Context: an optimization exercise on an open-source flow, tuned for small area and a short achievable clock period. The choices shown serve that exercise and are no tape-out recipe.
For this run, only the layout was checked, not whether the RTL still works.
Power and IR drop assume default switching activity.

[flow/config.mk]
export PLATFORM = sky130hd
export DESIGN_NAME = abcd_output
export DESIGN_NICKNAME = abcd_output
export VERILOG_FILES = /design/flow/design.v
export SDC_FILE = /design/flow/constraint.sdc
export NUM_CORES = 4
export LEC_CHECK = 0
export CAP_MARGIN = 20
export CORE_MARGIN = 2
export CORE_UTILIZATION = 40
export SLEW_MARGIN = 20
[flow/constraint.sdc]
create_clock -name core_clock -period 110.0 [get_ports {clk}]
set_input_delay 22.0000 -clock core_clock [delete_from_list [all_inputs] [get_ports {clk}]]
set_output_delay 22.0000 -clock core_clock [all_outputs]
set_load 0.01 [all_outputs]
[flow/run.sh]
#!/bin/bash
# synth_recipe.tcl (not shown) runs the flow's synth.tcl, then flattens the netlist and writes it again
# the make line also repeats each setting of config.mk as NAME=value (left out here)
make -C /OpenROAD-flow-scripts/flow DESIGN_CONFIG=/design/flow/config.mk WORK_HOME=/design/flow/orfs CLKGATE_MAP_FILE= SYNTH_SCRIPT=/design/flow/synth_recipe.tcl finish
[flow/design.v]
module detect_module 
(
    CLK, RSTn,
	 RX_Pin_In,
	 H2L_Sig
);
    input CLK;
	 input RSTn;
	 input RX_Pin_In;
	 output H2L_Sig;
	 reg H2L_F1;
	 reg H2L_F2;
	 always @ ( posedge CLK or negedge RSTn )
	     if( !RSTn )
		      begin
				    H2L_F1 <= 1'b1;
					 H2L_F2 <= 1'b1;
				end
		  else
		      begin
				    H2L_F1 <= RX_Pin_In;
					 H2L_F2 <= H2L_F1;
				end
	assign H2L_Sig = H2L_F2 & !H2L_F1;
endmodule
module rx_bps_module
(
    CLK, RSTn,
	 Count_Sig, 
	 BPS_CLK
);
    input CLK;
	 input RSTn;
	 input Count_Sig;
	 output BPS_CLK;
	 reg [12:0]Count_BPS;
	 always @ ( posedge CLK or negedge RSTn )
	    if( !RSTn )
		     Count_BPS <= 13'd0;
		 else if( Count_BPS == 13'd5207 )
		     Count_BPS <= 13'd0;
		 else if( Count_Sig )
		     Count_BPS <= Count_BPS + 1'b1;
		 else
		     Count_BPS <= 13'd0;
    assign BPS_CLK = ( Count_BPS == 12'd2604 ) ? 1'b1 : 1'b0;
endmodule
module rx_control_module
(
    CLK, RSTn,
	 H2L_Sig, RX_Pin_In, BPS_CLK, RX_En_Sig,
    Count_Sig, RX_Data, RX_Done_Sig
);
    input CLK;
	 input RSTn;
	 input H2L_Sig;
	 input RX_En_Sig;
	 input RX_Pin_In;
	 input BPS_CLK;
	 output Count_Sig;
	 output [7:0]RX_Data;
	 output RX_Done_Sig;
	 reg [3:0]i;
	 reg [7:0]rData;
	 reg isCount;
	 reg isDone;
	 always @ ( posedge CLK or negedge RSTn )
	     if( !RSTn )
		      begin 
		          i <= 4'd0;
					 rData <= 8'd0;
					 isCount <= 1'b0;
					 isDone <= 1'b0;	 
				end
		  else if( RX_En_Sig )
		      case ( i )
			       4'd0 :
					 if( H2L_Sig ) begin i <= i + 1'b1; isCount <= 1'b1; end
					 4'd1 : 
					 if( BPS_CLK ) begin i <= i + 1'b1; end
					 4'd2, 4'd3, 4'd4, 4'd5, 4'd6, 4'd7, 4'd8, 4'd9 :
					 if( BPS_CLK ) begin i <= i + 1'b1; rData[ i - 2 ] <= RX_Pin_In; end
					 4'd10 :
					 if( BPS_CLK ) begin i <= i + 1'b1; end
					 4'd11 :
					 if( BPS_CLK ) begin i <= i + 1'b1; end
					 4'd12 :
					 begin i <= i + 1'b1; isDone <= 1'b1; isCount <= 1'b0; end
					 4'd13 :
					 begin i <= 4'd0; isDone <= 1'b0; end
				endcase
	 assign Count_Sig = isCount;
	 assign RX_Data = rData;
	 assign RX_Done_Sig = isDone;
endmodule
module rx_module
(
    CLK, RSTn,
    RX_Pin_In, RX_En_Sig,
	 RX_Done_Sig, RX_Data
);
    input CLK;
	 input RSTn;
	 input RX_Pin_In;
	 input RX_En_Sig;
	 output [7:0]RX_Data;
	 output RX_Done_Sig;
	 wire H2L_Sig;
	 detect_module U1
	 (
	     .CLK( CLK ),
		  .RSTn( RSTn ),
		  .RX_Pin_In( RX_Pin_In ),     
		  .H2L_Sig( H2L_Sig )          
	 );
	 wire BPS_CLK;
	 rx_bps_module U2
	 (
	     .CLK( CLK ),
		  .RSTn( RSTn ),
		  .Count_Sig( Count_Sig ),    
		  .BPS_CLK( BPS_CLK )         
	 );
	 wire Count_Sig;
	 rx_control_module U3
	 (
	     .CLK( CLK ),
		  .RSTn( RSTn ),
		  .H2L_Sig( H2L_Sig ),       
		  .RX_En_Sig( RX_En_Sig ),   
		  .RX_Pin_In( RX_Pin_In ),   
		  .BPS_CLK( BPS_CLK ),       
		  .Count_Sig( Count_Sig ),     
		  .RX_Data( RX_Data ),         
		  .RX_Done_Sig( RX_Done_Sig )  
	 );
endmodule
module control_module
(
    CLK, RSTn,
	RX_Done_Sig,
	RX_Data,
	RX_En_Sig,
	RX_Data_Out,
	RX_Valid_Out
);
    input CLK;
	input RSTn;
	input RX_Done_Sig;
	input [7:0]RX_Data;
	output RX_En_Sig;
	output [7:0]RX_Data_Out;
	output RX_Valid_Out;
	reg [7:0]rData_0;
	reg isEn;
	reg isValid;
    always @ ( posedge CLK or negedge RSTn )
	    if( !RSTn )
		    begin rData_0 <= 8'd0; isEn <= 1'b0; isValid <= 1'b0; end
		else if( RX_Done_Sig )     
		    begin rData_0 <= RX_Data; isEn <= 1'b0; isValid <= 1'b1; end
		else begin isEn <= 1'b1; isValid <= 1'b0; end
	assign RX_Data_Out  = rData_0 ;
	assign RX_En_Sig = isEn;
	assign RX_Valid_Out = isValid;
endmodule
module rx_module_demo
(
    CLK, RSTn,
	RX_Pin_In,
	RX_Data_Out,
	RX_Valid_Out
);
    input CLK;
	input RSTn;
	input RX_Pin_In;
    output [7:0]RX_Data_Out;
    output RX_Valid_Out;
	wire RX_Done_Sig;
	wire [7:0]RX_Data;
	rx_module U1
	(
	    .CLK( CLK ),
		.RSTn( RSTn ),
		.RX_Pin_In( RX_Pin_In ),    
		.RX_En_Sig( RX_En_Sig ),    
		.RX_Done_Sig( RX_Done_Sig ),   
		.RX_Data( RX_Data )            
	);
	wire RX_En_Sig;
	wire [7:0]Output_Data;
	wire Output_Valid;
	control_module U2
	(
	    .CLK( CLK ),
	    .RSTn( RSTn ),
		.RX_Done_Sig( RX_Done_Sig ),   
		.RX_Data( RX_Data ),           
		.RX_En_Sig( RX_En_Sig ),       
		.RX_Data_Out( Output_Data ),   
		.RX_Valid_Out( Output_Valid )  
	);
	 assign RX_Data_Out = Output_Data;
	 assign RX_Valid_Out = Output_Valid;
endmodule
module data_pro
(
	input clk,
	input rstn,
	input [7:0] data_in,
	input data_valid,
	output [15:0] delay_set_a, 
	output [15:0] delay_set_b,
	output [15:0] delay_set_c, 
	output [15:0] delay_set_d,
	output [15:0] duty_cycle,
	output [15:0] sub_clk_feq,
	output [15:0] sub_clk_scl
);
	reg [7:0] funct;
	reg [15:0] data;
	reg [1:0] state;
	reg update;
	reg [15:0] delay_set_a_reg;
	reg [15:0] delay_set_b_reg;
	reg [15:0] delay_set_c_reg;
	reg [15:0] delay_set_d_reg;
	reg [15:0] duty_cycle_reg;
	reg [15:0] sub_clk_feq_reg;
	reg [15:0] sub_clk_scl_reg;
	always @(posedge clk or negedge rstn) begin		 
		if (!rstn) begin
			funct <= 8'd0;
			data <= 15'd0;
			state <= 2'd0;
			update <= 1'b0;
		end
		else if (data_valid) begin
			case (state)							 
				2'd0: begin					 
					funct <= data_in;
					state <= state + 1;
					update <= 1'b0;
				end
				2'd1: begin					 
					data[15:8] <= data_in;
					state <= state +1;
					update <= 1'b0;
				end
				2'd2: begin 					 
					data[7:0] <= data_in;
					state <= 2'd0;
					update <= 1'b1;
				end
				default: begin
					funct <= 8'd0;
					data[15:0] <= 15'd0;
					state <= 2'd0;
					update <= 1'b0;
				end
			endcase
		end
		else begin
			update <= 1'b0;
		end
	end
	always @(posedge clk or negedge rstn) begin		 
		if (!rstn) begin
			delay_set_a_reg <= 15'd0;				 
			delay_set_b_reg <= 15'd10;
			delay_set_c_reg <= 15'd20;
			delay_set_d_reg <= 15'd30;
			duty_cycle_reg <= 15'd5;
			sub_clk_scl_reg <= 15'd1000;
			sub_clk_feq_reg <= 15'd10;
		end
		else if (update) begin
			case (funct)
				8'd65: delay_set_a_reg <= data;
				8'd66: delay_set_b_reg <= data;
				8'd67: delay_set_c_reg <= data;
				8'd68: delay_set_d_reg <= data;
				8'd69: duty_cycle_reg <= data;
				8'd70: if (data != 16'd0) sub_clk_feq_reg <= data;	 
				8'd83: if (data != 16'd0) sub_clk_scl_reg <= data;
				8'd0: ;
				default: ;
			endcase
		end
	end
	assign delay_set_a = delay_set_a_reg;
	assign delay_set_b = delay_set_b_reg;
	assign delay_set_c = delay_set_c_reg;
	assign delay_set_d = delay_set_d_reg;
	assign duty_cycle = duty_cycle_reg;
	assign sub_clk_feq = sub_clk_feq_reg;
	assign sub_clk_scl = sub_clk_scl_reg;
endmodule
module ch_output_module
(
	input clk,
	input rstn,
	input [15:0] sub_clk_feq,
	input [15:0] sub_clk_scl,
	input [15:0] duty_cycle,
	input [15:0] delay_set,
	output ch_output
);
	reg ch_output_reg;
	reg [15:0] sub_clk_count;
	reg [15:0] subsub_clk_count;
	reg [15:0] subsub_count;
	wire [15:0] sub_clk_sum;
	wire [15:0] subsub_clk_sum;
	assign sub_clk_sum = 50000000 / sub_clk_feq;
	assign subsub_clk_sum = 50000000 / sub_clk_scl;
	always @(posedge clk or negedge rstn) begin 
		if (!rstn) begin
			ch_output_reg <= 0;
			sub_clk_count <= 0;
			subsub_clk_count <=0;
			subsub_count <= 0;
		end else if (sub_clk_count >= sub_clk_sum) begin
			sub_clk_count <= 0;
			subsub_clk_count <= 0;
			subsub_count <=0;
			if (delay_set == 0) begin 
				ch_output_reg <= 1;
			end else begin
				ch_output_reg <= 0;
			end
		end else if (subsub_clk_count >= subsub_clk_sum) begin
			subsub_clk_count <= 0;
			subsub_count <= subsub_count + 1;
			if ( (subsub_count < delay_set - 1) & (delay_set != 0) ) begin
				ch_output_reg <= 0;
			end else if (subsub_count < (delay_set + duty_cycle - 1) ) begin 
				ch_output_reg <= 1;
			end else if (subsub_count >= (delay_set + duty_cycle - 1) ) begin 
				ch_output_reg <= 0;
			end
		end else begin
			sub_clk_count <= sub_clk_count + 1;
			subsub_clk_count <= subsub_clk_count + 1;
		end
	end
	assign ch_output = ch_output_reg;
endmodule
module abcd_output
(
	input clk,						 
	input rstn,
	input rx_pin_in,
	output ch_a_output, ch_b_output, ch_c_output, ch_d_output
);
	wire [7:0] rx_data_out;			 
	wire rx_valid;					 
	wire [15:0] delay_set_a;		 
	wire [15:0] delay_set_b;
	wire [15:0] delay_set_c;
	wire [15:0] delay_set_d;		
	wire [15:0] duty_cycle;			 
	wire [15:0] sub_clk_feq;
	wire [15:0] sub_clk_scl;
	rx_module_demo u1				 
	(
		.CLK(clk),
		.RSTn(rstn),
		.RX_Pin_In(rx_pin_in),		 
		.RX_Data_Out(rx_data_out),	 
		.RX_Valid_Out(rx_valid)
	);
	data_pro u2						 
	(
		.clk(clk),
		.rstn(rstn),
		.data_in(rx_data_out),		 
		.data_valid(rx_valid),
		.delay_set_a(delay_set_a),	 
		.delay_set_b(delay_set_b),
		.delay_set_c(delay_set_c),
		.delay_set_d(delay_set_d),
		.duty_cycle(duty_cycle),	 
		.sub_clk_feq(sub_clk_feq),	 
		.sub_clk_scl(sub_clk_scl)	 
	);
	ch_output_module u_a
	(
		.clk(clk),
		.sub_clk_feq(sub_clk_feq),
		.sub_clk_scl(sub_clk_scl),
		.rstn(rstn),
		.delay_set(delay_set_a),
		.duty_cycle(duty_cycle),
		.ch_output(ch_a_output)
	);
	ch_output_module u_b
	(
		.clk(clk),
		.sub_clk_feq(sub_clk_feq),
		.sub_clk_scl(sub_clk_scl),
		.rstn(rstn),
		.delay_set(delay_set_b),
		.duty_cycle(duty_cycle),
		.ch_output(ch_b_output)
	);
	ch_output_module u_c
	(
		.clk(clk),
		.sub_clk_feq(sub_clk_feq),
		.sub_clk_scl(sub_clk_scl),
		.rstn(rstn),
		.delay_set(delay_set_c),
		.duty_cycle(duty_cycle),
		.ch_output(ch_c_output)
	);
	ch_output_module u_d
	(
		.clk(clk),
		.sub_clk_feq(sub_clk_feq),
		.sub_clk_scl(sub_clk_scl),
		.rstn(rstn),
		.delay_set(delay_set_d),
		.duty_cycle(duty_cycle),
		.ch_output(ch_d_output)
	);
endmodule
==> run summary <==
power groups by stage:
stage / clock network [W] / registers (W) / logic [W]
floorplan: 0 / 0.000149 / 0.0000299
finish: 0.000159 / 0.000160 / 0.0000359
detailed placement: 0 / 0.000162 / 0.0000361
global placement: 0 / 0.000162 / 0.0000348
CTS: 0.000163 / 0.000159 / 0.0000363
global route: 0.000168 / 0.000160 / 0.0000415
final cells by class:
cell class                 instances  share of cell area
timing repair buffer             101              0.0101
tap                             2480              0.0395
inverter                         477              0.0229
timing repair inverter             1           0.0000637
clock inverter                    21             0.00371
antenna                            3           0.0000955
clock buffer                      61              0.0160
multi-input combinational       8850               0.788
sequential                       374               0.119
cells in the final DEF (no fill, tap or decap), drive strengths merged, types with 99 or more instances in the layout:
cell / Yosys / routed
a211oi: 107 / 107
a21o: 335 / 335
a21oi: 770 / 770
and3: 107 / 107
dfrtp: 354 / 354
ha: 1071 / 1071
inv: 476 / 476
mux2: 252 / 252
nand2: 848 / 848
nand2b: 276 / 276
nand3: 306 / 306
nand4: 117 / 117
nor2: 999 / 1000
nor2b: 161 / 161
nor3: 258 / 258
nor4: 99 / 99
o211ai: 112 / 112
o21a: 172 / 172
o21ai: 720 / 720
o31ai: 151 / 151
xnor2: 500 / 500
xor2: 335 / 335
critical path: cells and delay by family (launching register included):
kind,cells,cell delay (ns)
DFF,1,0.66
buffers and inverters,28,7.89
adders and majority gates,32,10.45
AOI/OAI and AO/OA,247,52.90
and+or+nand+nor,135,26.94
muxes,4,1.40
logic make-up after synthesis:
family | Yosys count
AND/OR/NAND/NOR | 3618
multiplexers | 330
XOR/XNOR | 836
adder cells (fa/ha/maj) | 1075
AO/OA/AOI/OAI | 2990
buffers and inverters | 750
flip-flops | 374
synth_stat cells, types with 34 or more instances:
master / count
and3_1: 107
dfrtp_1: 354
mux2i_1: 75
o211ai_1: 108
a31oi_1: 78
clkbuf_1: 187
nand3b_1: 34
a21oi_1: 765
nand2b_1: 275
nor2b_1: 161
a21o_1: 335
a211oi_1: 100
xor2_1: 335
inv_1: 457
nand2_1: 841
nor4_1: 92
xnor2_1: 500
a21boi_0: 47
or2_2: 73
and2_1: 93
o31ai_1: 149
mux2_2: 252
ha_1: 1071
or3_1: 97
buf_1: 41
o21bai_1: 86
nand3_1: 304
o21ai_0: 682
nor3_1: 251
nand4_1: 114
o21a_1: 172
nor2_1: 998
per-stage QoR:
stage                     setup slack (ns)  power [W]   util  instances
after global placement                8.73   0.000196  0.416      12300
after global routing                 0.105   0.000370  0.425      12400
final                                 9.37   0.000355  0.425      12400
after CTS                             7.35   0.000359  0.425      12400
after detailed placement              7.86   0.000198  0.416      12300
after floorplan                      19.05   0.000179      -       9973
worst max-delay path by stage:
stage | start | cells past startpoint | end | slack (ns)
2_1_floorplan | u2.sub_clk_scl_reg[0]$_DFFE_PN0P_ | 482 | u_a.sub_clk_count[13]$_DFFE_PN0P_ | 19.05
3_3_place_gp | u2.sub_clk_feq_reg[0]$_DFFE_PN0P_ | 446 | u_b.ch_output_reg$_DFFE_PN0P_ | 8.73
3_5_place_dp | u2.sub_clk_feq_reg[0]$_DFFE_PN0P_ | 446 | u_b.ch_output_reg$_DFFE_PN0P_ | 7.86
4_1_cts | u2.sub_clk_feq_reg[0]$_DFFE_PN0P_ | 446 | u_b.ch_output_reg$_DFFE_PN0P_ | 7.35
5_1_grt | u2.sub_clk_feq_reg[13]$_DFFE_PN0P_ | 445 | u_b.ch_output_reg$_DFFE_PN0P_ | 0.10
6_report | u2.sub_clk_feq_reg[0]$_DFFE_PN0P_ | 446 | u_b.ch_output_reg$_DFFE_PN0P_ | 9.37
per-layer routing:
metal  GRT usage  routed length, um  vias up
met4      0.0565               5440        0
met2       0.394             104000     1885
met1       0.332             110000    35000
li1            -                  -    36400
met3      0.0164              11700      333
met5           0                  0        -
timing repair:
item	CTS	global route
buffers inserted	0	4
resized for setup	0	8
hold buffers	0	0
setup endpoints to repair	0	196
==> impl_metrics.py <==
metrics = {
    "finish": {
        "syn_to_final_growth_pct": 6.03,
        "nFillCells": 18800,
        "seqCellArea_mm2": 0.00939,
        "drive_gt1_frac": 0.0690,
        "stdcell_area_mm2": 0.0786,
        "multi_input_area_mm2": 0.0620,
        "layout.nets": 10900,
    },
    "die": {
        "start_util": 0.401,
        "fp.dieH_um": 435,
        "dieArea_mm2": 0.189,
        "io_pins": 7,
        "die_w_um": 435,
        "core-area_mm2": 0.185,
        "rows": 158,
    },
    "timing": {
        "fmax_ghz": 0.00994,
        "setup_violations": 0,
        "drv_slew": 0,
        "period_needed_ns": 100.63,
        "hold_violations": 0,
        "maxSlewHeadroom": 0.254,
        "rsz0062_at_grt": "false",
        "fin_tns_setup_ns": 0,
        "worst_pin_slew_ns": 1.12,
        "holdWs_ns": 0.362,
        "clock_skew_ns": 0.0720,
        "period_share": 0.915,
    },
    "yosys": {
        "seq_area_frac_synth": 0.127,
        "synth-edff-count": 0,
        "synth_area_per_cell_um2": 7.44,
        "synth.distinct_cells": 136,
        "synth_top_family_by_area": "compound AO/OA/AOI/OAI gates",
        "synth_area_mm2": 0.0742,
        "synth_compound_area_frac": 0.263,
        "synth.area.top_cells": "ha_1 18%, dfrtp_1 12%, xnor2_1 5.9%",
        "yosysTopAreaCell": "ha_1",
        "synth.area.mux_share": 0.0491,
        "syn_inst": 9973,
        "synth_fa_ha_area_frac": 0.182,
        "synth_nets": 11100,
        "synthSimpleGateAreaFrac": 0.242,
        "synthFlopType": "dfrtp_1",
        "synth-seq-cells": 374,
        "synth_top_area_share": 0.181,
        "ys_warn_count": 6,
        "synthArstFlopShare": 1.00,
        "synth_xor_area_frac": 0.0989,
    },
    "power_and_ir_drop": {
        "switching_power_w": 0.000107,
        "p_leak_nw": 34.8,
        "pwr-share-seq": 0.450,
        "intPower_w": 0.000247,
        "p_clk_frac": 0.449,
        "peakVddDrop_mv": 0.0146,
        "swShare": 0.303,
        "p_comb_frac": 0.101,
        "power_density_mw_per_mm2": 4.51,
    },
    "clock_network": {
        "clkLatencyLatePin_ns": 0.66,
        "clk_pin_slew_ns": 0.06,
        "clkSinkCount": 374,
        "cts-root-buf": "clkbuf_16",
        "numCtsBuffers": 45,
        "tritoncts": "yes",
        "cts_max_path_buffers": 3,
        "htreeDepth": 2,
    },
    "worst_hold_path": {
        "worstHoldEndpoint": "u1.U1.U1.H2L_F2$_DFF_PN1_",
        "whs_path_depth": 0,
        "hold_start": "u1.U1.U1.H2L_F1$_DFF_PN1_",
        "hold_class": "reg -> reg",
    },
    "drt": {
        "viasPerCell": 5.95,
        "route.vias.total": 73600,
        "first_pass_iters": 6,
        "drt-initial-drc-count": 5411,
        "drt-total-wl_mm": 231,
        "detail-route-antenna-nets": 0,
        "wl_per_cell_um": 18.7,
        "drc_errors": 0,
    },
    "critical_path": {
        "r2r_end": "u_b.ch_output_reg$_DFFE_PN0P_",
        "max_stage_delay_ns": 0.87,
        "r2r_slack_ns": 9.37,
        "crit_path_start_kind": "register",
        "crit_path_max_fanout": 36,
        "r2r_start": "u2.sub_clk_feq_reg[0]$_DFFE_PN0P_",
        "r2r_cells": 446,
        "criticalPathCategory": "reg -> reg",
        "arrival_ns": 101.08,
        "worstPathRequired_ns": 110.45,
        "critPathMostFrequentCell": "o21ai_0",
        "endpoint_kind": "register",
        "slowest_stage": "a21oi_1",
    },
    "global_routing": {
        "grt_remaining_overflow": 0,
        "grt_pass1_wl_mm": 370,
        "grt_use_total": 0.237,
        "antenna_found_initial": 5,
        "grt_max_degree": 114,
        "grt_pass1_vias": 69400,
    },
    "status": {
        "status": "no timing/DRC/antenna violations",
    },
    "placed_design": {
        "port_buffers": 6,
        "placed_area_mm2": 0.0770,
        "gp_congestion": 0.949,
        "dp_hpwl_mm": 178,
    },
    "job": {
        "max-cap-violations": 0,
    },
}

==> afterwards: timing with drivers on the ports <==
Ports are ideal in the flow. The routed layout listed here was re-timed in OpenROAD.
Step 1: set_driving_cell puts a clkbuf_16 on clk and a buf_2 on each other input, an assumption about the parent block.
Step 2 adds t to the input delays and takes it off the output delays; t is the mean of the earliest and latest rising clock arrival at the registers after step 1. Input paths then give back, and output paths get back, about the clock's delay inside the block.
Three values: ideal ports, drivers, drivers and shift; two values: the first two.
shift t [ns]: 0.690
slack for setup (ns): 9.373 / 9.373 / 9.373
worst hold slack (ns): 0.362 / 0.362 / 0.362
worst register clock-pin slew, ns: 0.07 / 0.07
worst slew at a driven data input, ns: 0.05
After both steps this run still meets setup and hold. The setup slack of this run moves by 0.000 ns with the drivers and by 0.000 ns with both steps.
